Background: an optimization exercise with open tools, aiming at small area. Do not read the settings as production practice.
The RTL was checked by simulation tests, not by an equivalence proof against the original design.

## FIR
module FIR (input wire clk, input wire rst, input wire data_i_en, input wire [24:0] data_i,
  output wire data_o_en, output wire [24:0] data_o);
Size: roughly 1100 flip-flops, ~54 I/O pins.
export LEC_CHECK = 0
export CAP_MARGIN = 20
export CORE_MARGIN = 2
export CORE_UTILIZATION = 65
export CTS_BUF_LIST = sky130_fd_sc_hd__clkbuf_8 sky130_fd_sc_hd__clkbuf_16
export CTS_CLUSTER_DIAMETER = 90
export CTS_CLUSTER_SIZE = 28
export SLEW_MARGIN = 20
export SYNTH_HIERARCHICAL = 1
export SYNTH_MINIMUM_KEEP_SIZE = 0
create_clock -name core_clock -period 8.0 [get_ports {clk}]
run.sh (not shown) runs the stock make flow with config.mk's settings and CLKGATE_MAP_FILE= SYNTH_SCRIPT=/design/flow/synth_recipe.tcl, a recipe that flattens the netlist after the stock synthesis.
==> next run, changes <==
- CAP_MARGIN: 20 -> 10
- CORE_UTILIZATION: 65 -> 75
- CTS_CLUSTER_DIAMETER: 90 -> 150
- CTS_CLUSTER_SIZE: 28 -> 24
- SLEW_MARGIN: 20 -> 10
=> The new run finished with timing, DRC and antenna clean. Global-route usage came out higher by 4.9 points. Maximum frequency climbs by 0.49%. Clock-buffer cell count climbs by 3. Utilization rose by 10 points. Final area goes down by 0.70%. Sequential share of layout area goes up by 0.33 points.

== run A ==
Starting RTL as in the previous note.
clock: 8.0 ns
lec_check: 0
cap_margin: 20
core_margin: 2
core_utilization: 75
cts_buf_list: sky130_fd_sc_hd__clkbuf_8 sky130_fd_sc_hd__clkbuf_16
cts_cluster_diameter: 90
cts_cluster_size: 24
slew_margin: 20
synth_hierarchical: 1
synth_minimum_keep_size: 0
Setup changes, run A to run B
Settings: CTS_BUF_LIST: sky130_fd_sc_hd__clkbuf_8 sky130_fd_sc_hd__clkbuf_16 -> sky130_fd_sc_hd__clkbuf_16; CTS_CLUSTER_SIZE: 24 -> 26; CORE_UTILIZATION: 75 -> 70; CTS_CLUSTER_DIAMETER: 90 -> 150.
--- outcome ---
- Compared with run A, run B shows a met1 demand-to-capacity share in global routing that is 3.4 points lower.
Input-level comparison between run C and run B:
Settings: a change of CTS_CLUSTER_SIZE from 26 to 24; a change of CTS_BUF_LIST from sky130_fd_sc_hd__clkbuf_16 to sky130_fd_sc_hd__clkbuf_8 sky130_fd_sc_hd__clkbuf_16; a change of CORE_UTILIZATION from 70 to 75.
Findings:
- What run B reported for well tap count has to be multiplied by 0.922 to get the figure for run C.
- Going from run B to run C, the total number of vias was found to have gone up by 1.7%.
- Going from run B to run C, fraction of the cycle the final worst path needs grows by 0.72 points.
- Diff run B -> run C: total of fill cells in the finished design fell 939, standard cell area after detailed placement now sits at about the same level, fmax has decreased, placeable core area dropped 6.8%, global-route usage +2.6 points.
- Run C has completed all stages; timing, DRC and antenna checks passed.
- Between run B and run C, the design area figures differ only marginally.
- Max worst setup slack across run C and run B: run B
Inputs modified between run C and run D:
Settings: a change of CTS_CLUSTER_DIAMETER from 150 to 60; a change of CTS_CLUSTER_SIZE from 24 to 12; a change of CTS_BUF_LIST from sky130_fd_sc_hd__clkbuf_8 sky130_fd_sc_hd__clkbuf_16 to sky130_fd_sc_hd__clkbuf_4 sky130_fd_sc_hd__clkbuf_8.
Findings:
Delta (run D minus run C): total routing resource utilization after global routing +0.43 points.
Diff run C -> run D: worst relative slew slack went up, fraction of area in registers went down, worst setup slack went up, clock-buffer cell count went up, design area went up.
Comparing run C against run D, there is no change at all in critical path depth.
Going from run C to run D, number of global-route vias before repair grew by about 1.7%.

FIR, a different RTL version from the one above (not shown whole).
Size: roughly 3400 cells after synthesis, ~1100 flip-flops, about 54 I/O pins, about 0.068 sq mm of cells after synthesis.
Settings: LEC_CHECK=0, CAP_MARGIN=20, CORE_MARGIN=2, CORE_UTILIZATION=65, CTS_BUF_LIST=sky130_fd_sc_hd__clkbuf_8 sky130_fd_sc_hd__clkbuf_16, CTS_CLUSTER_DIAMETER=80, CTS_CLUSTER_SIZE=20, GPL_TIMING_DRIVEN=0, SLEW_MARGIN=20, SYNTH_HIERARCHICAL=1, SYNTH_MINIMUM_KEEP_SIZE=0; clock period 8.0 ns.
Change:
--- a/flow/config.mk
+++ b/flow/config.mk
@@ -11,3 +11 @@
-export CTS_BUF_LIST = sky130_fd_sc_hd__clkbuf_8 sky130_fd_sc_hd__clkbuf_16
-export CTS_CLUSTER_DIAMETER = 80
-export CTS_CLUSTER_SIZE = 20
+export CTS_BUF_LIST = sky130_fd_sc_hd__clkbuf_4 sky130_fd_sc_hd__clkbuf_8
Outcome:
- The new run completed with no timing, DRC or antenna violations
- cell count climbs by a few percent
- via count climbs by a few percent
- non-clock buffer count does not change
- design area climbs by a few percent
- maximum frequency is about the same

[afterwards: timing with drivers on the ports]
Ports are ideal in the flow. The routed layouts listed here were re-timed in OpenROAD.
Step 1 (the two cells are an assumption about what drives the block):
set clk [get_ports {clk}]
set_driving_cell -lib_cell sky130_fd_sc_hd__clkbuf_16 $clk
set_driving_cell -lib_cell sky130_fd_sc_hd__buf_2 [delete_from_list [all_inputs] $clk]
Step 2 also shifts input and output timing later by t, the mid clock arrival at the registers, as if the neighbouring blocks saw the same clock.
Slacks: ideal ports / drivers / drivers and shift; pairs: ideal ports / drivers.
run | t, ns | setup slack, ns | worst hold slack (ns)
the first run of note 1 | 0.766 | 0.165 / 0.165 / 0.165 | 0.429 / 0.429 / 0.429
the second run of note 1 | 0.734 | 0.203 / 0.203 / 0.203 | 0.420 / 0.420 / 0.420
run A | 0.756 | 0.290 / 0.290 / 0.290 | 0.424 / 0.424 / 0.424
run B | 0.748 | 0.261 / 0.261 / 0.261 | 0.425 / 0.425 / 0.425
run C | 0.734 | 0.203 / 0.203 / 0.203 | 0.420 / 0.420 / 0.420
run D | 0.887 | 0.289 / 0.289 / 0.289 | 0.417 / 0.417 / 0.417
the first run of note 3 | 0.732 | 0.179 / 0.179 / 0.179 | 0.421 / 0.421 / 0.421
the second run of note 3 | 0.930 | 0.180 / 0.180 / 0.180 | 0.407 / 0.407 / 0.407
After both steps every run listed still meets setup and hold.
